This design comes from an exercise in tuning for small area, a short achievable clock period and few clock cycles on the open sky130 flow, not from production work. Where RTL was checked, it was by simulation tests only, not by an equivalence proof against the original. Function not checked in runs 3 and 4: the RTL went through the layout flow alone. Power is estimated from default activity; no workload was simulated.

==> flow/design.v <==
module muldiv #(parameter KM = 8, KD = 4) (
  input         clock,
  input         reset_n,
  input         start,
  input         op_mul,       
  input         op_madd,      
  input         op_div,       
  input         sgn,          
  input  [31:0] a,            
  input  [31:0] a_md,         
  input  [31:0] b,            
  input         wr_hi,
  input         wr_lo,
  output        busy,         
  output        busy_rd,      
  output [31:0] hi,           
  output [31:0] lo,
  output [31:0] hi_q,         
  output [31:0] lo_q,
  output        hi_neg,       
  output        lo_neg,
  output        fin,          
  output        hi_dead,      
  output        fhi_neg,      
  output        flo_neg
);
  localparam NCM = 32 / KM;
  localparam NCD = 32 / KD;
  reg  [31:0] hi_r, lo_r;
  reg         hi_neg_r, lo_neg_r;
  reg         hi_dead_r;
  reg  [31:0] m;              
  reg  [32:0] acc;            
  reg         busy_r, is_div, is_madd, is_sgn, neg_q, neg_r, dcin;
  reg         hneg;           
  reg  [2:0]  cnt;
  wire last_m = busy_r & (cnt == NCM - 1);
  wire last_d = busy_r & (cnt == NCD - 1);
  wire        a_neg  = sgn & op_div & a[31];
  wire        b_neg  = sgn & b[31];
  wire [31:0] e_m    = b ^ {32{op_div & ~b_neg}};
  wire [31:0] u_m    = busy_r ? m : e_m;
  wire [32:0] u_acc  = busy_r ? acc : {1'b0, op_madd ? (lo_r ^ {32{lo_neg_r}}) : 32'd0};
  wire [31:0] u_lo   = busy_r ? lo_r : a_md;
  wire        u_sgn  = busy_r ? is_sgn : (sgn & op_mul);
  wire        u_div  = busy_r ? is_div : op_div;
  wire        u_dcin = busy_r ? dcin : ~b_neg;
  assign fin  = busy_r & (is_div ? last_d : last_m);
  wire [31:0] hi_nx, lo_nx;
  wire        hi_neg_nx, lo_neg_nx;
  assign busy    = busy_r;
  assign busy_rd = busy_r & ~fin;
  assign hi      = (fin & ~hi_dead_r) ? hi_nx : hi_r;
  assign hi_dead = hi_dead_r;
  assign lo      = fin ? lo_nx : lo_r;
  assign hi_q    = hi_r;
  assign lo_q    = lo_r;
  assign hi_neg  = hi_neg_r;
  assign lo_neg  = lo_neg_r;
  assign fhi_neg = hi_neg_nx;
  assign flo_neg = lo_neg_nx;
  integer r, j;
  reg  [32:0] ms, mc, x, sum, cy, xh, s2, c2;
  reg  [KM-1:0] pbits;
  always_comb begin
    ms = u_acc;
    mc = {32'd0, ~busy_r & op_madd & lo_neg_r};
    for (r = 0; r < KM; r = r + 1) begin
      for (j = 0; j < 32; j = j + 1)
        x[j] = (u_m[j] & u_lo[r]) ^ (u_sgn & ((j == 31) ^ (last_m && (r == KM - 1))));
      x[32] = u_sgn & (((~busy_r || (cnt == 3'd0)) && (r == 0)) || (last_m && (r == KM - 1)));
      sum = ms ^ mc ^ x;
      cy  = (ms & mc) | (ms & x) | (mc & x);
      pbits[r] = sum[0];
      ms = {1'b0, sum[32:1]};
      mc = cy;
    end
    xh = {1'b0, (last_m & is_madd) ? (hi_r ^ {32{hneg}}) : 32'd0};
    s2 = ms ^ mc ^ xh;
    c2 = (ms & mc) | (ms & xh) | (mc & xh);
  end
  wire [32:0] acc_nx = s2 + {c2[31:0], last_m & is_madd & hneg};
  integer k;
  reg  [31:0] dr, dq;
  reg  [32:0] r2;
  reg  [33:0] diff;
  always_comb begin
    dr = u_acc[31:0]; dq = u_lo;
    for (k = 0; k < KD; k = k + 1) begin
      r2   = {dr, dq[31]};
      diff = {1'b0, r2} + {2'b11, u_m} + {33'd0, u_dcin};
      dr   = diff[33] ? r2[31:0] : diff[31:0];
      dq   = {dq[30:0], ~diff[33]};
    end
  end
  wire [31:0] lo_step = u_div ? dq : {pbits, u_lo[31:KM]};
  assign hi_nx     = is_div ? dr : acc_nx[31:0];
  assign lo_nx     = lo_step;
  assign hi_neg_nx = is_div & neg_r;
  assign lo_neg_nx = is_div & neg_q & (dq != 32'd0);
  always_ff @(posedge clock, negedge reset_n)
    if (~reset_n) begin
      hi_r     <= 32'd0;
      lo_r     <= 32'd0;
      hi_neg_r <= 1'b0;
      lo_neg_r <= 1'b0;
      busy_r   <= 1'b0;
      hi_dead_r <= 1'b0;
    end else begin
      if (fin) begin
        if (~hi_dead_r) begin
          hi_r     <= hi_nx;
          hi_neg_r <= hi_neg_nx;
        end
        lo_r      <= lo_nx;
        lo_neg_r  <= lo_neg_nx;
        busy_r    <= 1'b0;
        hi_dead_r <= 1'b0;
      end else if (busy_r)
        lo_r <= lo_step;
      if (start) begin
        busy_r    <= 1'b1;
        lo_r      <= busy_r ? a_md : lo_step;
        hi_dead_r <= 1'b0;
      end
      if (wr_hi) begin
        hi_r     <= a;
        hi_neg_r <= 1'b0;
        if (busy_r & ~fin)
          hi_dead_r <= 1'b1;
      end
      if (wr_lo) begin
        lo_r     <= a;
        lo_neg_r <= 1'b0;
      end
    end
  always_ff @(posedge clock) begin
    if (~busy_r | start) begin
      m       <= e_m;
      dcin    <= ~b_neg;
      hneg    <= hi_neg_r;
      is_div  <= op_div;
      is_madd <= op_madd;
      is_sgn  <= sgn & op_mul;
      neg_q   <= a_neg ^ (op_div & b_neg);
      neg_r   <= a_neg;
    end
    cnt <= (busy_r & start) ? 3'd0 : busy_r ? cnt + 3'd1 : 3'd1;
    acc <= (busy_r & start) ? 33'd0 : u_div ? {1'b0, dr} : acc_nx;
  end
endmodule
module supermips_core (
  input         clock,
  input         reset_n,
  output [31:0] icache_addr,
  output        icache_rd,
  input  [31:0] icache_data,
  input         icache_waitrequest,
  output [31:0] dcache_addr,
  output        dcache_rd,
  output        dcache_wr,
  output [31:0] dcache_wr_data,
  output [ 3:0] dcache_wr_be,
  input  [31:0] dcache_data,
  input         dcache_waitrequest
);
  reg  [31:0] pc_f;           
  reg  [31:0] ir;             
  reg         e_valid;
  reg         e_md_go_done;   
  reg         md_wp;          
  reg  [ 4:0] md_rd;
  reg         m_we;           
  reg  [ 4:0] m_rd;
  reg  [31:0] m_res;          
  reg         m_ld;           
  reg         m_isld;         
  reg         m_st;           
  reg  [ 1:0] m_sz;           
  reg         m_sext;
  reg  [31:0] m_sd;           
  reg  [ 3:0] m_be;
  reg         w_we;           
  reg  [ 4:0] w_rd;
  reg  [31:0] w_val;          
  reg         w_ld;
  reg  [ 1:0] w_sz;
  reg         w_sext;
  reg  [ 1:0] w_off;          
  reg  [31:0] rf [1:31];
  reg  [31:1] rf_ok;          
  wire [5:0]  op = ir[31:26];
  wire [4:0]  rs = ir[25:21];
  wire [4:0]  rt = ir[20:16];
  wire [4:0]  rd = ir[15:11];
  wire [4:0]  sa = ir[10:6];
  wire [5:0]  fn = ir[5:0];
  wire [15:0] imm = ir[15:0];
  wire op_special  = (op == 6'h00);
  wire op_regimm   = (op == 6'h01);
  wire op_special2 = (op == 6'h1c);
  wire op_special3 = (op == 6'h1f);
  wire i_sll   = op_special & (fn == 6'd0);
  wire i_srl   = op_special & (fn == 6'd2);
  wire i_sra   = op_special & (fn == 6'd3);
  wire i_sllv  = op_special & (fn == 6'd4);
  wire i_srlv  = op_special & (fn == 6'd6);
  wire i_srav  = op_special & (fn == 6'd7);
  wire i_jr    = op_special & (fn == 6'd8);
  wire i_jalr  = op_special & (fn == 6'd9);
  wire i_movz  = op_special & (fn == 6'd10);
  wire i_movn  = op_special & (fn == 6'd11);
  wire i_mfhi  = op_special & (fn == 6'd16);
  wire i_mthi  = op_special & (fn == 6'd17);
  wire i_mflo  = op_special & (fn == 6'd18);
  wire i_mtlo  = op_special & (fn == 6'd19);
  wire i_mult  = op_special & (fn == 6'd24);
  wire i_multu = op_special & (fn == 6'd25);
  wire i_div   = op_special & (fn == 6'd26);
  wire i_divu  = op_special & (fn == 6'd27);
  wire i_add   = op_special & ((fn == 6'd32) | (fn == 6'd33));
  wire i_sub   = op_special & ((fn == 6'd34) | (fn == 6'd35));
  wire i_and   = op_special & (fn == 6'd36);
  wire i_or    = op_special & (fn == 6'd37);
  wire i_xor   = op_special & (fn == 6'd38);
  wire i_nor   = op_special & (fn == 6'd39);
  wire i_slt   = op_special & (fn == 6'd42);
  wire i_sltu  = op_special & (fn == 6'd43);
  wire i_bltz   = op_regimm & (rt == 5'h00);
  wire i_bgez   = op_regimm & (rt == 5'h01);
  wire i_bltzal = op_regimm & (rt == 5'h10);
  wire i_bgezal = op_regimm & (rt == 5'h11);
  wire i_j     = (op == 6'h02);
  wire i_jal   = (op == 6'h03);
  wire i_beq   = (op == 6'h04);
  wire i_bne   = (op == 6'h05);
  wire i_blez  = (op == 6'h06);
  wire i_bgtz  = (op == 6'h07);
  wire i_addi  = (op == 6'h08) | (op == 6'h09);
  wire i_slti  = (op == 6'h0a);
  wire i_sltiu = (op == 6'h0b);
  wire i_andi  = (op == 6'h0c);
  wire i_ori   = (op == 6'h0d);
  wire i_xori  = (op == 6'h0e);
  wire i_lui   = (op == 6'h0f);
  wire i_madd  = op_special2 & ((fn == 6'd0) | (fn == 6'd1));
  wire i_mul   = op_special2 & (fn == 6'd2);
  wire i_ext   = op_special3 & (fn == 6'd0);
  wire i_ins   = op_special3 & (fn == 6'd4);
  wire i_seb   = op_special3 & (fn == 6'd32) & (sa == 5'd16);
  wire i_seh   = op_special3 & (fn == 6'd32) & (sa == 5'd24);
  wire i_lb    = (op == 6'h20);
  wire i_lh    = (op == 6'h21);
  wire i_lw    = (op == 6'h23);
  wire i_lbu   = (op == 6'h24);
  wire i_lhu   = (op == 6'h25);
  wire i_sb    = (op == 6'h28);
  wire i_sh    = (op == 6'h29);
  wire i_sw    = (op == 6'h2b);
  wire i_load  = i_lb | i_lh | i_lw | i_lbu | i_lhu;
  wire i_store = i_sb | i_sh | i_sw;
  wire i_link_b = i_bltzal | i_bgezal;
  wire i_branch = i_beq | i_bne | i_blez | i_bgtz | i_bltz | i_bgez | i_link_b;
  wire i_ctrl   = i_branch | i_j | i_jal | i_jr | i_jalr;
  wire i_md_start = i_mult | i_multu | i_div | i_divu | i_madd;
  wire i_md_any   = i_md_start | i_mul | i_mfhi | i_mflo | i_mthi | i_mtlo;
  wire uses_rs = ~(i_j | i_jal);
  wire uses_rt = op_special | i_beq | i_bne | i_store | op_special2 |
                 (op_special3 & ~i_ext);
  wire dst_rd  = (op_special & ~(i_jr | i_mthi | i_mtlo | i_md_start)) |
                 i_seb | i_seh;
  wire dst_rt  = i_addi | i_slti | i_sltiu | i_andi | i_ori | i_xori | i_lui |
                 i_load | i_ext | i_ins;
  wire dst_31  = i_jal | i_link_b;
  wire [4:0] e_dst = dst_31 ? 5'd31 : dst_rd ? rd : rt;
  wire [31:0] md_hi, md_lo, md_hi_q, md_lo_q;
  wire        md_hi_neg, md_lo_neg, md_fin, md_fhi_neg, md_flo_neg, md_hi_dead;
  wire [31:0] rf_a = (rs != 5'd0 && rf_ok[rs]) ? rf[rs] : 32'd0;
  wire [31:0] rf_b = (rt != 5'd0 && rf_ok[rt]) ? rf[rt] : 32'd0;
  wire [31:0] w_res;
  wire        byp_a  = m_we & (m_rd == rs);
  wire        byp_b  = m_we & (m_rd == rt);
  wire        bypw_a = w_we & (w_rd == rs);
  wire        bypw_b = w_we & (w_rd == rt);
  wire        bypd_a = md_wp & (md_rd == rs);
  wire        bypd_b = md_wp & (md_rd == rt);
  wire [31:0] a  = bypd_a ? md_lo_q : byp_a ? m_res : bypw_a ? w_res : rf_a;
  wire [31:0] bt = bypd_b ? md_lo_q : byp_b ? m_res : bypw_b ? w_res : rf_b;
  wire        imm_z  = i_andi | i_ori | i_xori;
  wire [31:0] simm   = {{16{imm[15]}}, imm};
  wire [31:0] b_imm  = imm_z ? {16'd0, imm} : simm;
  wire        use_imm = ~(op_special | op_special2 | op_special3 | op_regimm |
                          i_beq | i_bne);
  wire [31:0] b = use_imm ? b_imm : bt;
  wire        md_op   = i_md_start | i_mul;
  wire        dneg_a  = i_div & a[31];
  wire        neg_rd  = (i_mfhi & md_hi_neg) | (i_mflo & md_lo_neg);
  wire        zero_a  = dneg_a | i_mfhi | i_mflo;
  wire        do_sub  = i_sub | i_slt | i_sltu | i_slti | i_sltiu | dneg_a | neg_rd;
  wire [31:0] add_a   = zero_a ? 32'd0 : a;
  wire [31:0] add_b   = i_mfhi ? md_hi_q : i_mflo ? md_lo_q : dneg_a ? a : md_op ? 32'd0 : b;
  wire [32:0] sum     = {1'b0, add_a} + {1'b0, do_sub ? ~add_b : add_b} + {32'd0, do_sub};
  wire        ltu    = ~sum[32];
  wire        lts    = (a[31] & ~b[31]) | (sum[31] & ~(a[31] ^ b[31]));
  wire        sh_var  = i_sllv | i_srlv | i_srav;
  wire        sh_left = i_sll | i_sllv | i_ins;
  wire [4:0]  sh_amt  = sh_var ? a[4:0] : sa;
  wire [31:0] sh_in   = (i_ext | i_ins) ? a : bt;
  function automatic [31:0] rev32(input [31:0] v);
    integer q;
    for (q = 0; q < 32; q = q + 1) rev32[q] = v[31 - q];
  endfunction
  wire [31:0] sh_r    = (sh_left ? rev32(sh_in) : sh_in) >> sh_amt;
  wire [31:0] sh_out  = sh_left ? rev32(sh_r) : sh_r;
  wire [31:0] mask_f  = 32'hFFFF_FFFF >> (5'd31 - rd);    
  wire [31:0] mask_i  = {1'b0, mask_f[31:1]};            
  wire [31:0] pc_plus4 = pc_f + 32'd4;
  wire a_eq_b = (a == bt);
  wire a_zero = (a == 32'd0);
  wire taken  = i_j | i_jal | i_jr | i_jalr |
                (i_beq & a_eq_b) | (i_bne & ~a_eq_b) |
                (i_blez & (a[31] | a_zero)) | (i_bgtz & ~a[31] & ~a_zero) |
                ((i_bltz | i_bltzal) & a[31]) | ((i_bgez | i_bgezal) & ~a[31]);
  wire [31:0] target = (i_jr | i_jalr) ? a
                     : (i_j | i_jal)   ? {pc_f[31:28], ir[25:0], 2'b00}
                     :                   pc_f + {simm[29:0], 2'b00};
  reg  [31:0] alu;
  always_comb begin
    alu = sum[31:0];
    if (i_and | i_andi)           alu = a & b;
    else if (i_or | i_ori)        alu = a | b;
    else if (i_xor | i_xori)      alu = a ^ b;
    else if (i_nor)               alu = ~(a | b);
    else if (i_slt | i_slti)      alu = {31'd0, lts};
    else if (i_sltu | i_sltiu)    alu = {31'd0, ltu};
    else if (i_lui)               alu = {imm, 16'd0};
    else if (i_sll | i_srl | i_sra | i_sllv | i_srlv | i_srav)
                                  alu = sh_out;
    else if (i_ext)               alu = sh_out & mask_f;
    else if (i_ins)               alu = bt | (sh_out & mask_i);
    else if (i_seb)               alu = {{24{bt[7]}}, bt[7:0]};
    else if (i_seh)               alu = {{16{bt[15]}}, bt[15:0]};
    else if (i_movz | i_movn)     alu = a;
    else if (i_mfhi & md_fin)     alu = md_hi;
    else if (i_mflo & md_fin)     alu = md_lo;
    else if (i_jal | i_jalr)      alu = pc_plus4;
    else if (i_link_b)            alu = taken ? pc_plus4 : {16'd0, imm};
  end
  wire e_we = (dst_rd | dst_rt | dst_31) & (e_dst != 5'd0) &
              ~(i_movz & ~(bt == 32'd0)) & ~(i_movn & (bt == 32'd0));
  wire m_stall  = (m_ld | m_st) & dcache_waitrequest;
  wire f_done   = ~icache_waitrequest;
  wire md_busy, md_busy_rd;
  wire load_use = m_isld & m_we & ((uses_rs & (m_rd == rs)) | (uses_rt & (m_rd == rt)));
  wire md_wr    = md_wp & ~md_busy_rd & ~w_we & ~(m_we & (m_rd == md_rd));
  wire md_dep   = md_wp & md_busy & ~e_md_go_done &
                  ((uses_rs & (rs == md_rd)) | (uses_rt & (rt == md_rd)));
  wire md_kill  = md_wp & e_we & (e_dst == md_rd);
  wire md_wait  = ((i_md_start | i_mul) & ~e_md_go_done & (md_wp | (md_busy & i_madd))) |
                  (i_mtlo & (md_busy_rd | md_wp)) |
                  (i_mfhi & ~md_hi_dead & (md_busy_rd | (md_fin & md_fhi_neg))) |
                  (i_mflo & (md_busy_rd | (md_fin & md_flo_neg))) | md_dep;
  wire e_block  = e_valid & (load_use | md_wait | (i_ctrl & ~f_done));
  wire e_go     = ~m_stall & ~e_block;
  wire e_md_go  = e_valid & ~load_use & ~md_wait;
  wire md_start = e_md_go & (i_md_start | i_mul) & ~e_md_go_done;
  wire [31:0] sd = i_sb ? {4{bt[7:0]}} : i_sh ? {2{bt[15:0]}} : bt;
  wire [1:0]  ea = sum[1:0];
  wire [3:0]  be = i_sb ? (4'b1000 >> ea) : i_sh ? (ea[1] ? 4'b0011 : 4'b1100) : 4'b1111;
  always_ff @(posedge clock, negedge reset_n)
    if (~reset_n) begin
      pc_f       <= 32'd0;
      e_valid    <= 1'b0;
      md_wp      <= 1'b0;
      e_md_go_done <= 1'b0;
      m_we       <= 1'b0;
      m_ld       <= 1'b0;
      m_st       <= 1'b0;
      w_we       <= 1'b0;
    end else begin
      w_we <= m_we & ~m_stall;
      if (md_wr | (e_valid & e_go & md_kill))
        md_wp <= 1'b0;
      if (md_start & i_mul & (rd != 5'd0))
        md_wp <= 1'b1;
      if (md_start)
        e_md_go_done <= 1'b1;
      if (e_go) begin
        e_md_go_done <= 1'b0;
        m_we    <= e_valid & e_we;
        m_ld    <= e_valid & i_load;
        m_st    <= e_valid & i_store;
        e_valid <= f_done;
        if (f_done)
          pc_f <= (e_valid & taken) ? target : pc_plus4;
      end else if (~m_stall) begin
        m_we <= 1'b0;
        m_ld <= 1'b0;
        m_st <= 1'b0;
      end
    end
  always_ff @(posedge clock)
    if (md_start & i_mul) md_rd <= rd;
  always_ff @(posedge clock)
    if (e_go)
      ir <= icache_data;
  always_ff @(posedge clock)
    if (~m_stall) begin
      m_rd   <= e_dst;
      m_isld <= i_load;
      m_res  <= alu;
      m_sz   <= (i_lb | i_lbu) ? 2'd0 : (i_lh | i_lhu) ? 2'd1 : 2'd2;
      m_sext <= i_lb | i_lh;
      m_sd   <= sd;
      m_be   <= be;
    end
  assign dcache_addr    = m_res;
  assign dcache_rd      = m_ld;
  assign dcache_wr      = m_st;
  assign dcache_wr_data = m_sd;
  assign dcache_wr_be   = m_be;
  always_ff @(posedge clock) begin
    w_rd   <= m_rd;
    w_val  <= m_isld ? dcache_data : m_res;
    w_ld   <= m_isld;
    w_sz   <= m_sz;
    w_sext <= m_sext;
    w_off  <= m_res[1:0];
  end
  wire [7:0]  ld_b = (w_off == 2'd0) ? w_val[31:24] : (w_off == 2'd1) ? w_val[23:16]
                   : (w_off == 2'd2) ? w_val[15:8] : w_val[7:0];
  wire [15:0] ld_h = w_off[1] ? w_val[15:0] : w_val[31:16];
  assign w_res = ~w_ld ? w_val
               : (w_sz == 2'd0) ? {{24{w_sext & ld_b[7]}}, ld_b}
               : (w_sz == 2'd1) ? {{16{w_sext & ld_h[15]}}, ld_h}
               : w_val;
  wire [31:0] wd = md_wr ? md_lo : w_res;
  wire [ 4:0] wa = md_wr ? md_rd : w_rd;
  wire        rf_we = w_we | md_wr;
  always_ff @(posedge clock)
    if (rf_we) rf[wa] <= wd;
  always_ff @(posedge clock, negedge reset_n)
    if (~reset_n) rf_ok <= 31'd0;
    else if (rf_we) rf_ok[wa] <= 1'b1;
  assign icache_addr = pc_f;
  assign icache_rd   = 1'b1;
  muldiv MD (
    .clock   (clock),
    .reset_n (reset_n),
    .start   (md_start),
    .op_mul  (i_mult | i_multu | i_mul),
    .op_madd (i_madd),
    .op_div  (i_div | i_divu),
    .sgn     (i_mult | i_div),
    .a       (a),
    .a_md    (sum[31:0]),
    .b       (bt),
    .wr_hi   (e_md_go & i_mthi),
    .wr_lo   (e_md_go & i_mtlo),
    .busy    (md_busy),
    .busy_rd (md_busy_rd),
    .hi      (md_hi),
    .lo      (md_lo),
    .hi_q    (md_hi_q),
    .lo_q    (md_lo_q),
    .hi_neg  (md_hi_neg),
    .lo_neg  (md_lo_neg),
    .fin     (md_fin),
    .hi_dead (md_hi_dead),
    .fhi_neg (md_fhi_neg),
    .flo_neg (md_flo_neg));
endmodule
==> flow/flow/run.sh <==
#!/bin/bash
# Layout flow: the standard layout (standard synthesis), with stronger
# port buffers than the default choice.
set -euo pipefail
W=$(pwd)
export BUFFER_PORTS_ARGS="-buffer_cell sky130_fd_sc_hd__buf_4"
bash "$W/standard.sh" > "$W/layout.log" 2>&1
==> flow/standard.sh <==
#!/bin/bash
# synth_recipe.tcl (not shown) runs the flow's synth.tcl, then flattens the netlist and writes it again
# the make line also repeats each setting of config.mk as NAME=value (left out here)
make -C /OpenROAD-flow-scripts/flow DESIGN_CONFIG=/design/flow/config.mk WORK_HOME=/design/flow/orfs CLKGATE_MAP_FILE= SYNTH_SCRIPT=/design/flow/synth_recipe.tcl "${@:-finish}"
==> flow/config.mk <==
export PLATFORM = sky130hd
export DESIGN_NAME = supermips_core
export DESIGN_NICKNAME = supermips_core
export VERILOG_FILES = /design/flow/design.v
export SDC_FILE = /design/flow/constraint.sdc
export NUM_CORES = 8
export LEC_CHECK = 0
export CAP_MARGIN = 40
export CORE_MARGIN = 2
export CORE_UTILIZATION = 40
export SLEW_MARGIN = 40
==> flow/constraint.sdc <==
create_clock -name core_clock -period 150.0 [get_ports {clock}]
set_input_delay 30.0000 -clock core_clock [delete_from_list [all_inputs] [get_ports {clock}]]
set_output_delay 30.0000 -clock core_clock [all_outputs]
set_load 0.01 [all_outputs]
==> impl_metrics.py, run 1 <==
metrics = {
    "worst_setup_path": {
        "worstPathMaxFanout": 4,
        "startpoint": "m_res[23]",
        "crit_arrival_ps": 1750,
        "worst_r2r_path_depth": 79,
        "start_kind": "register",
        "endpoint_kind": "output pin",
        "r2r-end": "ir[13]",
        "crit_buf_inv": 1,
        "slowest_stage": "edfxtp_1",
        "cp_top_family": "flip-flops",
        "crit_path_end": "dcache_addr[23]",
        "r2r_slack_ps": 123100,
        "path_cells": "buf_4",
        "cp.depth": 1,
        "critPathKind": "register to output pin",
        "critical-path-max-stage-delay_ps": 680,
        "required_ps": 120000,
    },
    "die": {
        "ios": 171,
        "rows": 184,
        "core_mm2": 0.2519,
        "start_util_pct": 40.29,
        "die_h_um": 507.7,
        "dieArea_mm2": 0.2578,
        "fp.dieW_um": 507.7,
    },
    "route": {
        "drt_iter0_markers": 13574,
        "wl_um": 523200,
        "vias_per_cell": 6.870,
        "dr.pass1.iters": 9,
        "routedWlPerCell_um": 39.53,
        "vias": 90937,
        "drc": 0,
        "final_antenna_net_count": 0,
    },
    "synth": {
        "synth_top_flop_cell": "edfxtp_1",
        "netlist_area_mm2": 0.1015,
        "ys_warn_count": 2,
        "yosys.area.top_type": "edfxtp_1",
        "synth-edff-count": 1145,
        "synthDistinctLibCells": 113,
        "synth_seq_area_share_pct": 39.04,
        "avgSynthCellArea_um2": 10.56,
        "synth_async_sr_flop_share_pct": 10.06,
        "synth_top_area_share_pct": 33.88,
        "synth.area.top_cells": "edfxtp_1 34%, mux4_2 8.1%, fa_1 5.2%, mux2i_1 4.5%, ha_1 4.2%",
        "yosys_register_bits": 1372,
        "synthCells": 9614,
        "syn-num-nets": 10283,
    },
    "sta": {
        "hold_viol": 0,
        "finalSetupViolations": 0,
        "finalCritPeriodShare_pct": 21.17,
        "slew_headroom_pct": 26.82,
        "max_freq_mhz": 31.49,
        "tightest_slew_ps": 1086,
        "final_max_slew_viol_count": 0,
        "rsz0062_at_grt": "no",
        "fin_setup_tns_ps": 0,
        "min_period_ps": 31750,
        "clock_skew_ps": 92.48,
        "holdWs_ps": 375.1,
    },
    "grt": {
        "grt_usage_pct": 39.45,
        "grt_pass1_wl_um": 708100,
        "grt_pass1_vias": 86674,
        "grt.overflow.total": 0,
        "grt_max_degree": 128,
        "antenna_found_initial": 43,
    },
    "finish": {
        "syn_to_final_growth_pct": 12.59,
        "nets": 10394,
        "fillCellCount": 23566,
        "drive_gt1_share_pct": 17.52,
        "stdcell_count": 13237,
    },
    "power_and_ir_drop": {
        "peakVddDrop_v": 0.00001146,
        "p_per_area_mw_per_mm2": 13.44,
        "power.leakage_nw": 42.61,
    },
    "placed_design": {
        "dp.cells": 12906,
        "gp_congestion": 1.119,
        "dp_hpwl_um": 375600,
        "port_buffers": 169,
    },
    "clock_tree": {
        "clkSinkCount": 1372,
        "cts.clk_slew.worst_paths_ps": 60,
        "htree_levels": 4,
        "cts_resized": 0,
        "clockBufferDepth": 3,
        "cts_setup_buffers": 0,
        "numCtsBuffers": 157,
        "tritoncts": "built",
        "worstSkewPairLatency_ps": 890,
        "postCtsHoldBufs": 0,
        "cts_root_buf": "clkbuf_16",
    },
    "run": {
        "maxCapViolations": 0,
    },
    "run_status": {
        "status": "no timing/DRC/antenna violations",
    },
    "hold_path": {
        "hp-class": "register to register",
    },
}
routing by layer:
layer | vias to the layer above | share of wire, % | track usage, %
met5 | - | 0.072 | 0.2778
met4 | 26 | 9.2 | 29.65
met3 | 1805 | 12 | 12.99
met2 | 6782 | 43 | 58.65
met1 | 45652 | 36 | 47.47
li1 | 36672 | - | -
worst reg2reg max path, delay by kind of cell, from the launching register on:
kind | cells | cell delay (ps)
buffers and inverters | 11 | 3960
AOI/OAI and AO/OA | 43 | 14070
DFF | 1 | 850
xor gates and xnor gates | 1 | 170
adders and majority gates | 5 | 1990
muxes | 5 | 1270
and+or+nand+nor | 14 | 4170
synth_stat cells (all sizes together) (162+ instances only):
library cell	instances
a211oi	167
a21oi	549
a22oi	162
buf	240
clkbuf	441
edfxtp	1145
fa	263
ha	338
inv	348
mux2	191
mux2i	458
mux4	364
nand2	940
nand3	202
nor2	706
nor3	163
o21ai	471
xnor2	308
area by class of cell:
class	count	area [um2]	share of cell area, %
multi-input combinational	7208	58610	51.30
tap	3348	4189	3.666
sequential	1372	39660	34.71
timing repair buffer	633	5086	4.451
antenna	35	87.58	0.07666
clock inverter	94	1159	1.014
clock buffer	194	4141	3.625
inverter	353	1330	1.164
report_power, final:
group | leakage [nW] | internal [W] | total [W] | switching, W
logic | 26.8 | 0.000193 | 0.000609 | 0.000417
registers | 13.2 | 0.000479 | 0.000523 | 0.0000438
clock network | 2.55 | 0.000228 | 0.000404 | 0.000175
placed cells by master, fill, tap and decap left out, types with 68 or more instances in the layout:
cell / count
o221ai_1: 121
nand3_1: 201
clkbuf_16: 160
o211ai_1: 90
buf_4: 579
o21ai_0: 405
nand2_1: 934
o31ai_1: 68
nor2_1: 657
a21oi_1: 521
mux2_2: 191
o22ai_1: 92
ha_1: 338
fa_1: 263
dfxtp_1: 79
a211oi_1: 157
xnor2_1: 308
a22oi_1: 162
and3_1: 85
mux4_2: 364
nor3_1: 156
mux2i_1: 448
xor2_1: 148
nor2b_1: 120
inv_1: 345
a31oi_1: 93
dfrtp_1: 134
a21o_1: 131
edfxtp_1: 1145
through the flow:
stage | utilization (%) | setup WS (ps) | power, W | instance area, um2
2_1_floorplan | - | 116780 | 0.0008283 | 101500
3_3_place_gp | 42.87 | 117090 | 0.001091 | 108000
3_5_place_dp | 43.15 | 117420 | 0.001101 | 108700
4_1_cts | 45.26 | 118210 | 0.001506 | 114000
5_1_grt | 45.34 | 118240 | 0.001571 | 114200
6_report | 45.37 | 118250 | 0.001536 | 114300
flip-flops by register name (all words and copies together), names as in the netlist, 31 cells and up, named ones only:
name and flops:
MD.acc 33, MD.hi_r 32, MD.lo_r 32, MD.m 32
ir 32, m_res 32, m_sd 32, pc_f 32
rf 992, rf_ok 31, w_val 32
cell families after synthesis:
family          share of synthesized area, %
buf+inv                                4.339
xor+xnor                               3.935
mux                                    14.71
simple gates                           11.86
compound gates                         16.75
flops                                  39.04
other cells                         0.003695
fa+ha+maj                              9.355
worst min-delay path by stage:
stage,from,endpoint,slack (ps),cells past startpoint
finish,m_sz[0],w_sz[0],380,0
global route,m_sz[0],w_sz[0],380,0
CTS,m_sz[0],w_sz[0],370,0
detailed placement,m_sz[0],w_sz[0],330,0
global placement,m_sext,w_sext,340,0
floorplan,m_sext,w_sext,320,0
Testbench counts, summed over its fixed seeds: cycles 58,678.
==> run 2: changes to the inputs <==
==> flow/run.sh (new file) <==
#!/bin/bash
# synth_recipe.tcl (not shown) runs the flow's synth.tcl, then flattens the netlist and writes it again
# the make line also repeats each setting of config.mk as NAME=value (left out here)
make -C /OpenROAD-flow-scripts/flow DESIGN_CONFIG=/design/flow/config.mk WORK_HOME=/design/flow/orfs CLKGATE_MAP_FILE= SYNTH_SCRIPT=/design/flow/synth_recipe.tcl finish
removed: flow/flow/run.sh
removed: flow/standard.sh
==> run 2 against run 1 <==
Still clean. First-iteration DRC count shrank 3.8%. Critical path depth unchanged. Wire length is 5.1% higher. Clock power increased by 2%. Sequential power hardly changed. Via count increased by 0.41%. Critical endpoint is now dcache_addr[3]. Largest power group unchanged.
==> impl_metrics.py, run 2 <==
metrics = {
    "synth": {
        "synth.area.top_cells": "edfxtp_1 34%, mux4_2 8.1%, fa_1 5.2%, mux2i_1 4.5%, ha_1 4.2%",
        "synth_seq_area_share_pct": 39.04,
        "yosys.area.top_type": "edfxtp_1",
        "synthCells": 9614,
        "synth_top_flop_cell": "edfxtp_1",
        "yosys_register_bits": 1372,
        "synthDistinctLibCells": 113,
        "synth_async_sr_flop_share_pct": 10.06,
        "ys_warn_count": 2,
        "yosysMostFrequentCell": "edfxtp_1",
        "netlist_area_mm2": 0.1015,
        "syn-num-nets": 10283,
        "avgSynthCellArea_um2": 10.56,
        "synth_top_area_share_pct": 33.88,
        "synth_common_cells": "1145 x edfxtp_1, 939 x nand2_1, 706 x nor2_1",
        "synth-edff-count": 1145,
    },
    "worst_setup_path": {
        "startpoint": "m_res[3]",
        "critical-path-max-stage-delay_ps": 770,
        "endpoint_kind": "output pin",
        "cp_top_family": "flip-flops",
        "r2r_slack_ps": 123540,
        "slowest_stage": "edfxtp_1",
        "critPathKind": "register to output pin",
        "path_cells": "clkdlybuf4s50_1",
        "crit_path_end": "dcache_addr[3]",
        "crit_arrival_ps": 2310,
        "cp.depth": 1,
        "worst_r2r_path_depth": 76,
        "start_kind": "register",
        "required_ps": 120000,
        "r2r-end": "m_res[15]",
        "crit_buf_inv": 1,
        "worstPathMaxFanout": 4,
    },
    "sta": {
        "fin_setup_tns_ps": 0,
        "min_period_ps": 32310,
        "rsz0062_at_grt": "no",
        "tightest_slew_ps": 1038,
        "slew_headroom_pct": 30.61,
        "clock_skew_ps": 91.27,
        "finalCritPeriodShare_pct": 21.54,
        "finalSetupViolations": 0,
        "holdWs_ps": 364.5,
        "hold_viol": 0,
        "final_max_slew_viol_count": 0,
        "max_freq_mhz": 30.95,
    },
    "placed_design": {
        "dp_hpwl_um": 395300,
        "port_buffers": 169,
        "gp_congestion": 1.099,
    },
    "power_and_ir_drop": {
        "power.internal_w": 0.0009131,
        "p_seq_share_pct": 33.5,
        "p_comb_share_pct": 40.1,
        "peakVddDrop_v": 0.00001011,
        "power_switching_w": 0.0006490,
        "power.leakage_nw": 42.72,
        "switching_share_pct": 41.55,
        "p_per_area_mw_per_mm2": 13.57,
        "power.share.clock_pct": 26.4,
    },
    "die": {
        "die_h_um": 507.7,
        "fp.dieW_um": 507.7,
        "ios": 171,
        "rows": 184,
        "dieArea_mm2": 0.2578,
        "start_util_pct": 40.29,
        "core_mm2": 0.2519,
    },
    "grt": {
        "grt.overflow.total": 0,
        "busiest_layer": "met2",
        "met2_usage_pct": 61.72,
        "grt.met1_usage_pct": 50.22,
        "grt_usage_pct": 41.67,
        "grt_pass1_wl_um": 741300,
        "groute.layer.met3.usage_pct": 13.39,
        "antenna_found_initial": 60,
        "grt_pass1_vias": 87265,
        "grt_max_degree": 123,
    },
    "finish": {
        "nets": 10429,
        "reg.largest.list": "rf: 992 flops, MD.acc: 33 flops",
        "drive_gt1_share_pct": 16.31,
        "largest_register": "rf",
        "syn_to_final_growth_pct": 13.46,
        "final_cell_mix": "1145 x edfxtp_1, 933 x nand2_1, 656 x nor2_1, 521 x a21oi_1, 457 x buf_4",
        "final_common_cell": "edfxtp_1",
        "largest_register_ffs": 992,
    },
    "clock_tree": {
        "cts_resized": 0,
        "clkSinkCount": 1372,
        "numCtsBuffers": 157,
        "tritoncts": "built",
        "cts_root_buf": "clkbuf_16",
        "cts_setup_buffers": 0,
        "cts.clk_slew.worst_paths_ps": 70,
        "htree_levels": 4,
        "postCtsHoldBufs": 0,
        "clockBufferDepth": 3,
        "worstSkewPairLatency_ps": 890,
    },
    "run_status": {
        "status": "no timing/DRC/antenna violations",
    },
    "route": {
        "drc": 0,
        "wl_um": 549700,
        "vias": 91311,
        "vias_per_cell": 6.883,
        "dr.pass1.iters": 9,
        "final_antenna_net_count": 0,
        "routedWlPerCell_um": 41.44,
        "drt_iter0_markers": 13056,
    },
    "run": {
        "maxCapViolations": 0,
    },
    "hold_path": {
        "hp-class": "register to register",
    },
}
run 2: cell counts after synthesis:
Identical to the previous run, type by type.
run 2: layout make-up:
cell class | count | area [um2]
Antenna cell | 29 | 72.57
Clock buffer | 191 | 4149
Clock inverter | 97 | 1340
Fill cell | 23330 | 136700
Inverter | 353 | 1326
Multi-Input combinational cell | 7208 | 58680
Sequential cell | 1372 | 39650
Tap cell | 3348 | 4189
Timing Repair Buffer | 668 | 5739
run 2: worst min path at each step:
stage,from,end,cells past startpoint
4_1_cts,m_sz[0],w_sz[0],0
6_report,m_sz[0],w_sz[0],0
3_5_place_dp,m_sext,w_sext,0
2_1_floorplan,m_sext,w_sext,0
3_3_place_gp,m_sext,w_sext,0
5_1_grt,m_sz[0],w_sz[0],0
run 2: routing by layer:
metal,up-vias,wire [um],share of wire (%)
li1,36751,-,-
met2,6642,235300,43
met5,-,185,0.034
met1,45987,197700,36
met3,1903,64650,12
met4,28,51870,9.4
run 2: cells by family after synthesis:
| group | Yosys count | synth area share [%] |
|---|---|---|
| XOR/XNOR | 456 | 3.935 |
| flip-flops | 1372 | 39.04 |
| AND/OR/NAND/NOR | 2624 | 11.86 |
| adder cells (fa/ha/maj) | 601 | 9.355 |
| other | 1 | 0.003695 |
| buffers and inverters | 1034 | 4.339 |
| AO/OA/AOI/OAI | 2513 | 16.75 |
| multiplexers | 1013 | 14.71 |
run 2: power groups by stage:
stage	Sequential [W]	Clock [W]	Combinational (W)
floorplan	0.000509	0	0.000319
global route	0.000524	0.000431	0.000645
finish	0.000524	0.000413	0.000626
CTS	0.000520	0.000417	0.000597
global placement	0.000528	0	0.000584
detailed placement	0.000528	0	0.000591
run 2: metrics by stage:
step / instance area (um2) / util (%) / total power [W] / worst slack, ps / instances
floorplan: 101500 / - / 0.0008283 / 116780 / 9614
global placement: 108700 / 43.17 / 0.001112 / 117100 / 12933
detailed placement: 109400 / 43.44 / 0.001119 / 117010 / 12943
CTS: 114900 / 45.62 / 0.001534 / 117710 / 13231
global route: 115100 / 45.70 / 0.001599 / 117750 / 13242
finish: 115100 / 45.72 / 0.001562 / 117690 / 13266
==> run 3: changes to the inputs <==
--- a/flow/design.v
+++ b/flow/design.v
@@ -34,4 +34,5 @@
   reg         busy_r, is_div, is_madd, is_sgn, neg_q, neg_r, dcin;
   reg         hneg;           
+  reg         acin;           
   reg  [2:0]  cnt;
   wire last_m = busy_r & (cnt == NCM - 1);
@@ -65,5 +66,5 @@
   always_comb begin
     ms = u_acc;
-    mc = {32'd0, ~busy_r & op_madd & lo_neg_r};
+    mc = {32'd0, busy_r ? ((cnt == 3'd0) & is_madd & acin) : (op_madd & lo_neg_r)};
     for (r = 0; r < KM; r = r + 1) begin
       for (j = 0; j < 32; j = j + 1)
@@ -99,4 +100,6 @@
   assign hi_neg_nx = is_div & neg_r;
   assign lo_neg_nx = is_div & neg_q & (dq != 32'd0);
+  wire        hi_neg_f = (fin & ~hi_dead_r) ? hi_neg_nx : hi_neg_r;
+  wire        lo_neg_f = fin ? lo_neg_nx : lo_neg_r;
   always_ff @(posedge clock, negedge reset_n)
     if (~reset_n) begin
@@ -139,5 +142,6 @@
       m       <= e_m;
       dcin    <= ~b_neg;
-      hneg    <= hi_neg_r;
+      hneg    <= hi_neg_f;
+      acin    <= op_madd & lo_neg_f;
       is_div  <= op_div;
       is_madd <= op_madd;
@@ -147,5 +151,6 @@
     end
     cnt <= (busy_r & start) ? 3'd0 : busy_r ? cnt + 3'd1 : 3'd1;
-    acc <= (busy_r & start) ? 33'd0 : u_div ? {1'b0, dr} : acc_nx;
+    acc <= (busy_r & start) ? {1'b0, op_madd ? (lo ^ {32{lo_neg_f}}) : 32'd0}
+         : u_div ? {1'b0, dr} : acc_nx;
   end
 endmodule
@@ -357,6 +362,6 @@
                   ((uses_rs & (rs == md_rd)) | (uses_rt & (rt == md_rd)));
   wire md_kill  = md_wp & e_we & (e_dst == md_rd);
-  wire md_wait  = ((i_md_start | i_mul) & ~e_md_go_done & (md_wp | (md_busy & i_madd))) |
-                  (i_mtlo & (md_busy_rd | md_wp)) |
+  wire md_wait  = ((i_md_start | i_mul) & ~e_md_go_done & ((md_wp & ~md_wr) | (md_busy_rd & i_madd))) |
+                  (i_mtlo & (md_busy_rd | (md_wp & ~md_wr))) |
                   (i_mfhi & ~md_hi_dead & (md_busy_rd | (md_fin & md_fhi_neg))) |
                   (i_mflo & (md_busy_rd | (md_fin & md_flo_neg))) | md_dep;
--- a/flow/config.mk
+++ b/flow/config.mk
@@ -6,6 +6,6 @@
 export NUM_CORES = 8
 export LEC_CHECK = 0
-export CAP_MARGIN = 40
+export CAP_MARGIN = 30
 export CORE_MARGIN = 2
-export CORE_UTILIZATION = 40
-export SLEW_MARGIN = 40
+export CORE_UTILIZATION = 55
+export SLEW_MARGIN = 30
==> run 3 against run 2 <==
Sequential share of layout area rose by 0.76 points. Cell count fell by 9.0%. Highest routed layer unchanged. Non-clock buffer count fell by 46. Synthesized cell count fell by 3.0%. Clock-buffer cell count fell by 7. Still clean.
==> impl_metrics.py, run 3 <==
metrics = {
    "run_status": {
        "status": "no timing/DRC/antenna violations",
    },
    "sta": {
        "min_period_ps": 32240,
        "finalSetupViolations": 0,
        "finalCritPeriodShare_pct": 21.49,
        "rsz0062_at_grt": "no",
        "hold_viol": 0,
        "tightest_slew_ps": 1284,
        "final_max_slew_viol_count": 0,
        "slew_headroom_pct": 13.86,
        "fin_setup_tns_ps": 0,
        "clock_skew_ps": 64.07,
        "max_freq_mhz": 31.02,
    },
    "synth": {
        "syn-num-nets": 9991,
        "synth_seq_area_share_pct": 39.19,
        "netlist_area_mm2": 0.1012,
        "synth_async_sr_flop_share_pct": 10.05,
        "yosys.area.top_type": "edfxtp_1",
        "synth-edff-count": 1146,
        "avgSynthCellArea_um2": 10.85,
        "yosys_register_bits": 1373,
        "synth.area.top_cells": "edfxtp_1 34%, mux4_2 11%, fa_1 5.2%, ha_1 4.2%, dfrtp_1 3.4%",
        "synth_common_cells": "1146 x edfxtp_1, 901 x nand2_1, 708 x nor2_1",
        "ys_warn_count": 2,
        "synthDistinctLibCells": 103,
        "synthCells": 9322,
        "synth_top_flop_cell": "edfxtp_1",
        "synth_top_area_share_pct": 34.02,
        "yosysMostFrequentCell": "edfxtp_1",
    },
    "finish": {
        "largest_register_ffs": 992,
        "largest_register": "rf",
        "reg.largest.list": "rf: 992 flops, MD.acc: 33 flops",
        "final_cell_mix": "1146 x edfxtp_1, 898 x nand2_1, 657 x nor2_1, 594 x a21oi_1, 506 x mux4_2",
        "final_core_util_pct": 61.65,
        "drive_gt1_share_pct": 17.09,
        "syn_to_final_growth_pct": 11.46,
        "final_common_cell": "edfxtp_1",
        "nets": 10103,
    },
    "route": {
        "drc": 0,
        "dr.pass1.iters": 13,
        "final_antenna_net_count": 0,
        "routedWlPerCell_um": 41.65,
        "drt_iter0_markers": 15814,
        "vias": 92273,
        "wl_um": 502600,
        "vias_per_cell": 7.645,
    },
    "die": {
        "fp.dieW_um": 432.9,
        "ios": 171,
        "dieArea_mm2": 0.1874,
        "die_h_um": 432.9,
        "core_mm2": 0.1829,
        "rows": 157,
        "start_util_pct": 55.31,
    },
    "grt": {
        "grt_pass1_vias": 87038,
        "met2_usage_pct": 74.13,
        "antenna_found_initial": 78,
        "busiest_layer": "met2",
        "grt.overflow.total": 0,
        "grt_max_degree": 133,
        "grt.met1_usage_pct": 61.11,
        "grt_pass1_wl_um": 690200,
        "groute.layer.met3.usage_pct": 24.59,
        "grt_usage_pct": 53.24,
    },
    "worst_setup_path": {
        "critical-path-max-stage-delay_ps": 790,
        "crit_buf_inv": 1,
        "required_ps": 120000,
        "cp.depth": 1,
        "cp_top_family": "buffers and inverters",
        "worst_r2r_path_depth": 83,
        "crit_arrival_ps": 2240,
        "worstPathMaxFanout": 5,
        "critPathKind": "register to output pin",
        "path_cells": "clkdlybuf4s50_1",
        "start_kind": "register",
        "slowest_stage": "clkdlybuf4s50_1",
        "endpoint_kind": "output pin",
    },
    "clock_tree": {
        "htree_levels": 4,
        "tritoncts": "built",
        "clockBufferDepth": 3,
        "numCtsBuffers": 144,
        "cts.clk_slew.worst_paths_ps": 70,
        "postCtsHoldBufs": 0,
        "cts_root_buf": "clkbuf_16",
        "clkSinkCount": 1373,
        "worstSkewPairLatency_ps": 870,
        "cts_setup_buffers": 0,
        "cts_resized": 0,
    },
    "power_and_ir_drop": {
        "p_per_area_mw_per_mm2": 14.49,
        "peakVddDrop_v": 0.00001260,
        "power.leakage_nw": 40.83,
    },
    "placed_design": {
        "port_buffers": 169,
        "gp_congestion": 1.195,
        "dp_hpwl_um": 350200,
    },
    "run": {
        "maxCapViolations": 0,
    },
    "hold_path": {
        "min_delay_path_depth": 0,
        "hp-class": "register to register",
    },
}
[run 3: path summary, 6_finish.rpt]
check,from,to,slack [ps]
max,m_res[27],dcache_addr[27],117760
min,m_sext,w_sext,350
max reg2reg,register,m_res[21],122150
min reg2reg,m_sext,w_sext,350
max in group asynchronous,reset_n,MD.busy_r,118950
min in group asynchronous,reset_n,pc_f[11],29070
[run 3: area by class of cell]
class	count	area [um2]
Antenna cell	54	135.1
Clock buffer	184	3805
Clock inverter	79	934.6
Fill cell	14398	70130
Inverter	333	1252
Multi-Input combinational cell	6960	58610
Sequential cell	1373	39680
Tap cell	2464	3083
Timing Repair Buffer	622	5248
[run 3: cells by family after synthesis]
group                    synth area share (%)
flip-flops                              39.19
other                                0.003707
AND/OR/NAND/NOR                         10.87
multiplexers                            16.74
XOR/XNOR                                4.234
AO/OA/AOI/OAI                           15.62
adder cells (fa/ha/maj)                 9.385
buffers and inverters                   3.944
[run 3: power by group]
part / total [W] / internal, W / switching [W]
logic: 0.000726 / 0.000234 / 0.000492
registers: 0.000541 / 0.000486 / 0.0000544
clock network: 0.000366 / 0.000199 / 0.000168
total: 0.00163 / 0.000919 / 0.000715
[run 3: stage by stage]
step / instances / setup slack [ps] / hold WS (ps) / total power (W) / cell area [um2]
3_3_place_gp: 11731 / 117060 / 336.6 / 0.001196 / 107300
3_5_place_dp: 11736 / 117230 / 333.9 / 0.001206 / 107500
5_1_grt: 12020 / 117830 / 361.9 / 0.001652 / 112600
2_1_floorplan: 9322 / 117870 / 323.3 / 0.0008887 / 101200
6_report: 12069 / 117760 / 352.6 / 0.001633 / 112800
4_1_cts: 11999 / 117800 / 354.7 / 0.001571 / 112300
[run 3: layer usage]
layer  routed length, um  vias to the layer above
li1                    -                    35768
met1              164200                    45045
met2              205900                     8652
met3               73650                     2762
met4               58330                       46
met5                 543                        -
==> run 4: changes to the inputs <==
--- a/flow/design.v
+++ b/flow/design.v
@@ -290,6 +290,14 @@
   wire        bypd_a = md_wp & (md_rd == rs);
   wire        bypd_b = md_wp & (md_rd == rt);
-  wire [31:0] a  = bypd_a ? md_lo_q : byp_a ? m_res : bypw_a ? w_res : rf_a;
-  wire [31:0] bt = bypd_b ? md_lo_q : byp_b ? m_res : bypw_b ? w_res : rf_b;
+  wire        sm_a = ~bypd_a & byp_a;
+  wire        sw_a = ~bypd_a & ~byp_a & bypw_a;
+  wire        sr_a = ~bypd_a & ~byp_a & ~bypw_a;
+  wire        sm_b = ~bypd_b & byp_b;
+  wire        sw_b = ~bypd_b & ~byp_b & bypw_b;
+  wire        sr_b = ~bypd_b & ~byp_b & ~bypw_b;
+  wire [31:0] a  = ({32{bypd_a}} & md_lo_q) | ({32{sm_a}} & m_res) |
+                   ({32{sw_a}} & w_res) | ({32{sr_a}} & rf_a);
+  wire [31:0] bt = ({32{bypd_b}} & md_lo_q) | ({32{sm_b}} & m_res) |
+                   ({32{sw_b}} & w_res) | ({32{sr_b}} & rf_b);
   wire        imm_z  = i_andi | i_ori | i_xori;
   wire [31:0] simm   = {{16{imm[15]}}, imm};
@@ -304,5 +312,6 @@
   wire        do_sub  = i_sub | i_slt | i_sltu | i_slti | i_sltiu | dneg_a | neg_rd;
   wire [31:0] add_a   = zero_a ? 32'd0 : a;
-  wire [31:0] add_b   = i_mfhi ? md_hi_q : i_mflo ? md_lo_q : dneg_a ? a : md_op ? 32'd0 : b;
+  wire [31:0] add_b   = ({32{i_mfhi}} & md_hi_q) | ({32{i_mflo}} & md_lo_q) |
+                        ({32{dneg_a}} & a) | ({32{~(i_mfhi | i_mflo | md_op)}} & b);
   wire [32:0] sum     = {1'b0, add_a} + {1'b0, do_sub ? ~add_b : add_b} + {32'd0, do_sub};
   wire        ltu    = ~sum[32];
@@ -330,26 +339,35 @@
                      : (i_j | i_jal)   ? {pc_f[31:28], ir[25:0], 2'b00}
                      :                   pc_f + {simm[29:0], 2'b00};
-  reg  [31:0] alu;
-  always_comb begin
-    alu = sum[31:0];
-    if (i_and | i_andi)           alu = a & b;
-    else if (i_or | i_ori)        alu = a | b;
-    else if (i_xor | i_xori)      alu = a ^ b;
-    else if (i_nor)               alu = ~(a | b);
-    else if (i_slt | i_slti)      alu = {31'd0, lts};
-    else if (i_sltu | i_sltiu)    alu = {31'd0, ltu};
-    else if (i_lui)               alu = {imm, 16'd0};
-    else if (i_sll | i_srl | i_sra | i_sllv | i_srlv | i_srav)
-                                  alu = sh_out;
-    else if (i_ext)               alu = sh_out & mask_f;
-    else if (i_ins)               alu = bt | (sh_out & mask_i);
-    else if (i_seb)               alu = {{24{bt[7]}}, bt[7:0]};
-    else if (i_seh)               alu = {{16{bt[15]}}, bt[15:0]};
-    else if (i_movz | i_movn)     alu = a;
-    else if (i_mfhi & md_fin)     alu = md_hi;
-    else if (i_mflo & md_fin)     alu = md_lo;
-    else if (i_jal | i_jalr)      alu = pc_plus4;
-    else if (i_link_b)            alu = taken ? pc_plus4 : {16'd0, imm};
-  end
+  wire [1:0]  lsel   = op_special ? fn[1:0] : op[1:0];
+  wire [31:0] lu     = (lsel == 2'd0) ? (a & b) : (lsel == 2'd1) ? (a | b)
+                     : (lsel == 2'd2) ? (a ^ b) : ~(a | b);
+  wire        s_lu   = i_and | i_andi | i_or | i_ori | i_xor | i_xori | i_nor;
+  wire        s_slt  = i_slt | i_slti | i_sltu | i_sltiu;
+  wire        s_sh   = i_sll | i_srl | i_sra | i_sllv | i_srlv | i_srav | i_ext | i_ins;
+  wire        s_seb  = i_seb;
+  wire        s_seh  = i_seh;
+  wire        s_a    = i_movz | i_movn;
+  wire        s_hi   = i_mfhi & md_fin;
+  wire        s_lo   = i_mflo & md_fin;
+  wire        s_pc4  = i_jal | i_jalr | (i_link_b & taken);
+  wire        s_imm  = i_link_b & ~taken;
+  wire        s_lui  = i_lui;
+  wire        s_sum  = ~(s_lu | s_slt | s_sh | s_seb | s_seh | s_a | s_hi | s_lo |
+                         s_pc4 | s_imm | s_lui);
+  wire        slt_b  = (i_sltu | i_sltiu) ? ltu : lts;
+  wire [31:0] sh_msk = i_ext ? mask_f : i_ins ? mask_i : 32'hFFFF_FFFF;
+  wire [31:0] alu =
+      ({32{s_sum}} & sum[31:0])
+    | ({32{s_lu}}  & lu)
+    | ({32{s_slt}} & {31'd0, slt_b})
+    | ({32{s_sh}}  & ((sh_out & sh_msk) | (bt & {32{i_ins}})))
+    | ({32{s_seb}} & {{24{bt[7]}}, bt[7:0]})
+    | ({32{s_seh}} & {{16{bt[15]}}, bt[15:0]})
+    | ({32{s_a}}   & a)
+    | ({32{s_hi}}  & md_hi)
+    | ({32{s_lo}}  & md_lo)
+    | ({32{s_pc4}} & pc_plus4)
+    | ({32{s_imm}} & {16'd0, imm})
+    | ({32{s_lui}} & {imm, 16'd0});
   wire e_we = (dst_rd | dst_rt | dst_31) & (e_dst != 5'd0) &
               ~(i_movz & ~(bt == 32'd0)) & ~(i_movn & (bt == 32'd0));
==> flow/flow/run.sh (new file) <==
#!/bin/bash
# Layout flow: the standard layout, except that
#  - the port buffers are buf_4 cells.
# Each tool's output goes to a log file of its own in the work folder.
set -euo pipefail
W=$(pwd)
F=$W/flow

{
  echo "proc abc {args} {"
  echo "  set i [lsearch -exact \$args -script]"
  echo "  set area \$args"
  echo "  lset area [expr {\$i + 1}] $F/abc_area.script"
  echo "  yosys abc {*}\$args muldiv"
  echo "  yosys abc {*}\$area supermips_core"
  echo "}"
  cat "$W/synth_recipe.tcl"
} > "$W/synth_area.tcl"
sed "s#SYNTH_SCRIPT=[^ ]*#SYNTH_SCRIPT=$W/synth_area.tcl#" "$W/standard.sh" > "$W/synth_area.sh"

export BUFFER_PORTS_ARGS="-buffer_cell sky130_fd_sc_hd__buf_4"

bash "$W/synth_area.sh" synth > "$W/synth.log" 2>&1
bash "$W/standard.sh" > "$W/layout.log" 2>&1
==> flow/flow/abc_area.script (new file) <==
strash
dch
amap
topo
buffer -c
stime -c
dnsize -c
==> flow/standard.sh (new file) <==
#!/bin/bash
# synth_recipe.tcl (not shown) runs the flow's synth.tcl, then flattens the netlist and writes it again
# the make line also repeats each setting of config.mk as NAME=value (left out here)
make -C /OpenROAD-flow-scripts/flow DESIGN_CONFIG=/design/flow/config.mk WORK_HOME=/design/flow/orfs CLKGATE_MAP_FILE= SYNTH_SCRIPT=/design/flow/synth_recipe.tcl "${@:-finish}"
--- a/flow/config.mk
+++ b/flow/config.mk
@@ -6,6 +6,8 @@
 export NUM_CORES = 8
 export LEC_CHECK = 0
-export CAP_MARGIN = 30
+export CAP_MARGIN = 40
 export CORE_MARGIN = 2
-export CORE_UTILIZATION = 55
-export SLEW_MARGIN = 30
+export CORE_UTILIZATION = 40
+export SLEW_MARGIN = 40
+export SYNTH_HIERARCHICAL = 1
+export SYNTH_MINIMUM_KEEP_SIZE = 0
removed: flow/run.sh
==> run 4 against run 3 <==
Still clean. Clock-buffer cell count grew 5. Wire length up 2.5%. Combinational power up 79%. Via count rose by 4.1%. Highest routed layer unchanged.
==> impl_metrics.py, run 4 <==
metrics = {
    "worst_setup_path": {
        "cp_top_family": "flip-flops",
        "slowest_stage": "dfrtp_1",
        "endpoint_kind": "output pin",
        "critPathKind": "register to output pin",
        "critical-path-max-stage-delay_ps": 530,
        "rr_startpoint": "ir[21]",
        "worst_r2r_path_depth": 87,
        "r2r-end": "MD.lo_r[30]",
        "start_kind": "register",
        "r2r_slack_ps": 123070,
        "crit_arrival_ps": 1580,
        "path_cells": "buf_4",
        "crit_buf_inv": 1,
        "worstPathMaxFanout": 5,
        "required_ps": 120000,
    },
    "hold_path": {
        "min_delay_path_depth": 0,
        "holdCritStartpoint": "m_res[0]",
        "hp-class": "register to register",
        "min_to": "w_off[0]",
    },
    "sta": {
        "finalCritPeriodShare_pct": 21.05,
        "final_max_slew_viol_count": 0,
        "fin_setup_tns_ps": 0,
        "max_freq_mhz": 31.67,
        "min_period_ps": 31580,
        "finalSetupViolations": 0,
        "rsz0062_at_grt": "no",
        "clock_skew_ps": 59.55,
        "tightest_slew_ps": 1066,
        "hold_viol": 0,
        "slew_headroom_pct": 28.20,
    },
    "power_and_ir_drop": {
        "p_per_area_mw_per_mm2": 20.49,
        "peakVddDrop_v": 0.00001885,
        "power.leakage_nw": 39.33,
    },
    "die": {
        "core_mm2": 0.2405,
        "ios": 171,
        "fp.dieW_um": 495.7,
        "die_h_um": 495.7,
        "rows": 180,
        "dieArea_mm2": 0.2457,
        "start_util_pct": 40.20,
    },
    "grt": {
        "grt_pass1_wl_um": 708200,
        "antenna_found_initial": 44,
        "met2_usage_pct": 58.40,
        "grt_max_degree": 157,
        "grt_pass1_vias": 89620,
        "groute.layer.met3.usage_pct": 12.17,
        "grt.met1_usage_pct": 54.04,
        "grt.overflow.total": 0,
        "busiest_layer": "met2",
        "grt_usage_pct": 40.63,
    },
    "synth": {
        "synthCells": 10275,
        "yosysMostFrequentCell": "edfxtp_1",
        "synth_top_flop_cell": "edfxtp_1",
        "synth_async_sr_flop_share_pct": 10.05,
        "synth.area.top_cells": "edfxtp_1 36%, o22ai_1 7.4%, fa_1 5.4%, ha_1 4.3%, a21oi_1 3.9%",
        "syn-num-nets": 10941,
        "ys_warn_count": 8,
        "yosys_register_bits": 1373,
        "synth-edff-count": 1146,
        "netlist_area_mm2": 0.09671,
        "synth_top_area_share_pct": 35.59,
        "synthDistinctLibCells": 100,
        "yosys.area.top_type": "edfxtp_1",
        "avgSynthCellArea_um2": 9.412,
        "synth_common_cells": "1146 x edfxtp_1, 1140 x o22ai_1, 813 x nand2_1",
        "synth_seq_area_share_pct": 41.00,
    },
    "clock_tree": {
        "clkSinkCount": 1373,
        "postCtsHoldBufs": 0,
        "worstSkewPairLatency_ps": 860,
        "tritoncts": "built",
        "cts_root_buf": "clkbuf_16",
        "numCtsBuffers": 149,
        "cts.clk_slew.worst_paths_ps": 80,
        "cts_setup_buffers": 0,
        "clockBufferDepth": 3,
        "cts_resized": 0,
        "htree_levels": 4,
    },
    "placed_design": {
        "dp_hpwl_um": 356000,
        "port_buffers": 169,
        "gp_congestion": 1.106,
    },
    "finish": {
        "largest_register": "rf",
        "syn_to_final_growth_pct": 12.56,
        "final_cell_mix": "1146 x edfxtp_1, 1096 x o22ai_1, 810 x nand2_1, 749 x a21oi_1, 735 x nor2_1",
        "drive_gt1_share_pct": 11.53,
        "nets": 10894,
        "largest_register_ffs": 992,
        "reg.largest.list": "rf: 992 flops, MD.acc: 33 flops",
        "final_common_cell": "edfxtp_1",
        "final_core_util_pct": 45.26,
    },
    "route": {
        "vias_per_cell": 7.081,
        "drt_iter0_markers": 15562,
        "wl_um": 515300,
        "vias": 96013,
        "drc": 0,
        "routedWlPerCell_um": 38.00,
        "final_antenna_net_count": 0,
        "dr.pass1.iters": 16,
    },
    "run_status": {
        "status": "no timing/DRC/antenna violations",
    },
    "run": {
        "maxCapViolations": 0,
    },
}
[run 4: worst max path at each step]
stage                       start        endpoint  depth (start not counted)  slack [ps]
2_1_floorplan  dcache_waitrequest           ir[0]                          4      114610
3_3_place_gp   dcache_waitrequest         pc_f[0]                          9      117480
3_5_place_dp   dcache_waitrequest         pc_f[0]                          9      117540
4_1_cts                   pc_f[2]  icache_addr[2]                          1      118390
5_1_grt                   pc_f[2]  icache_addr[2]                          1      118420
6_report                  pc_f[2]  icache_addr[2]                          1      118420
[run 4: kinds of logic (layout without fill, tap and decap cells)]
kind of cell | after synthesis | in the layout | share of synthesized area (%)
xor+xnor | 291 | 291 | 2.636
mux | 186 | 186 | 2.087
other cells | 1 | 23 | 0.003878
flops | 1373 | 1373 | 41.00
buf+inv | 1553 | 1630 | 6.075
compound gates | 4061 | 4061 | 28.47
fa+ha+maj | 598 | 598 | 9.779
simple gates | 2212 | 2212 | 9.948
[run 4: metal layers]
metal | vias to the layer above | wire length (um)
li1 | 39573 | -
met1 | 47807 | 201300
met2 | 7172 | 215100
met3 | 1439 | 63680
met4 | 22 | 35100
met5 | - | 131
[run 4: layout make-up]
class	count	area, um2
repair buffers	612	4927
clock buffers	189	3994
fillers	22952	131700
multi-input cells	7349	52400
clock inverters	86	978.4
diodes	22	55.05
inverters	743	2830
flip-flops and latches	1373	39680
well taps	3185	3985
[run 4: power breakdown]
group | total, W | internal [W] | switching (W)
registers | 0.000550 | 0.000499 | 0.0000514
clock network | 0.000380 | 0.000214 | 0.000167
logic | 0.00130 | 0.000407 | 0.000893
total | 0.00223 | 0.00112 | 0.00111
[run 4: per-module statistics from Yosys, one instance, submodules excluded]
module	cells inside	cell area, um2	flip-flops and latches
muldiv	3366	27270	144
supermips_core	6909	69430	1229
[run 4: stage by stage]
step	total power [W]	hold WS, ps	instances	instance area (um2)	setup slack [ps]
after floorplan	0.001262	323.3	10275	96710	114610
after detailed placement	0.001789	417.2	13251	103600	117540
final	0.002231	432.1	13559	108900	118420
after CTS	0.002175	432.2	13526	108500	118390
after global placement	0.001771	387.0	13244	103000	117480
after global routing	0.002323	440.4	13538	108800	118420

[port drivers added, routing unchanged]
The results above use ideal ports. As a check the final layouts listed here were re-extracted and re-timed, cells and wires unchanged.
Step 1 assumes that a clkbuf_16 drives the clock port and a buf_2 every other input.
Step 2 times the ports against the registers' clock, not the clock port: input delays grow and output delays shrink by t, the midpoint of the rising clock arrivals with the driver on.
Three values: ideal ports, drivers, drivers and shift; two values: the first two.
| run | t, ns | setup slack, ns | hold slack, ns | clock arrival spread, ns | slew at the worst register clock pin (ns) |
|---|---|---|---|---|---|
| run 1 | 0.940 | 118.247 / 118.152 / 117.392 | 0.375 / 0.375 / 0.375 | 0.092 / 0.092 | 0.08 / 0.08 |
| run 2 | 0.951 | 117.693 / 117.585 / 116.968 | 0.364 / 0.364 / 0.364 | 0.092 / 0.091 | 0.07 / 0.07 |
| run 3 | 0.943 | 117.759 / 117.659 / 117.114 | 0.353 / 0.353 / 0.353 | 0.064 / 0.064 | 0.07 / 0.07 |
| run 4 | 0.924 | 118.423 / 118.334 / 117.791 | 0.432 / 0.432 / 0.432 | 0.060 / 0.059 | 0.08 / 0.08 |
After both steps setup and hold are still met in every run listed. For run 1, which loses most, drivers alone change the setup slack by -0.095 ns; drivers and shift together by -0.855 ns.
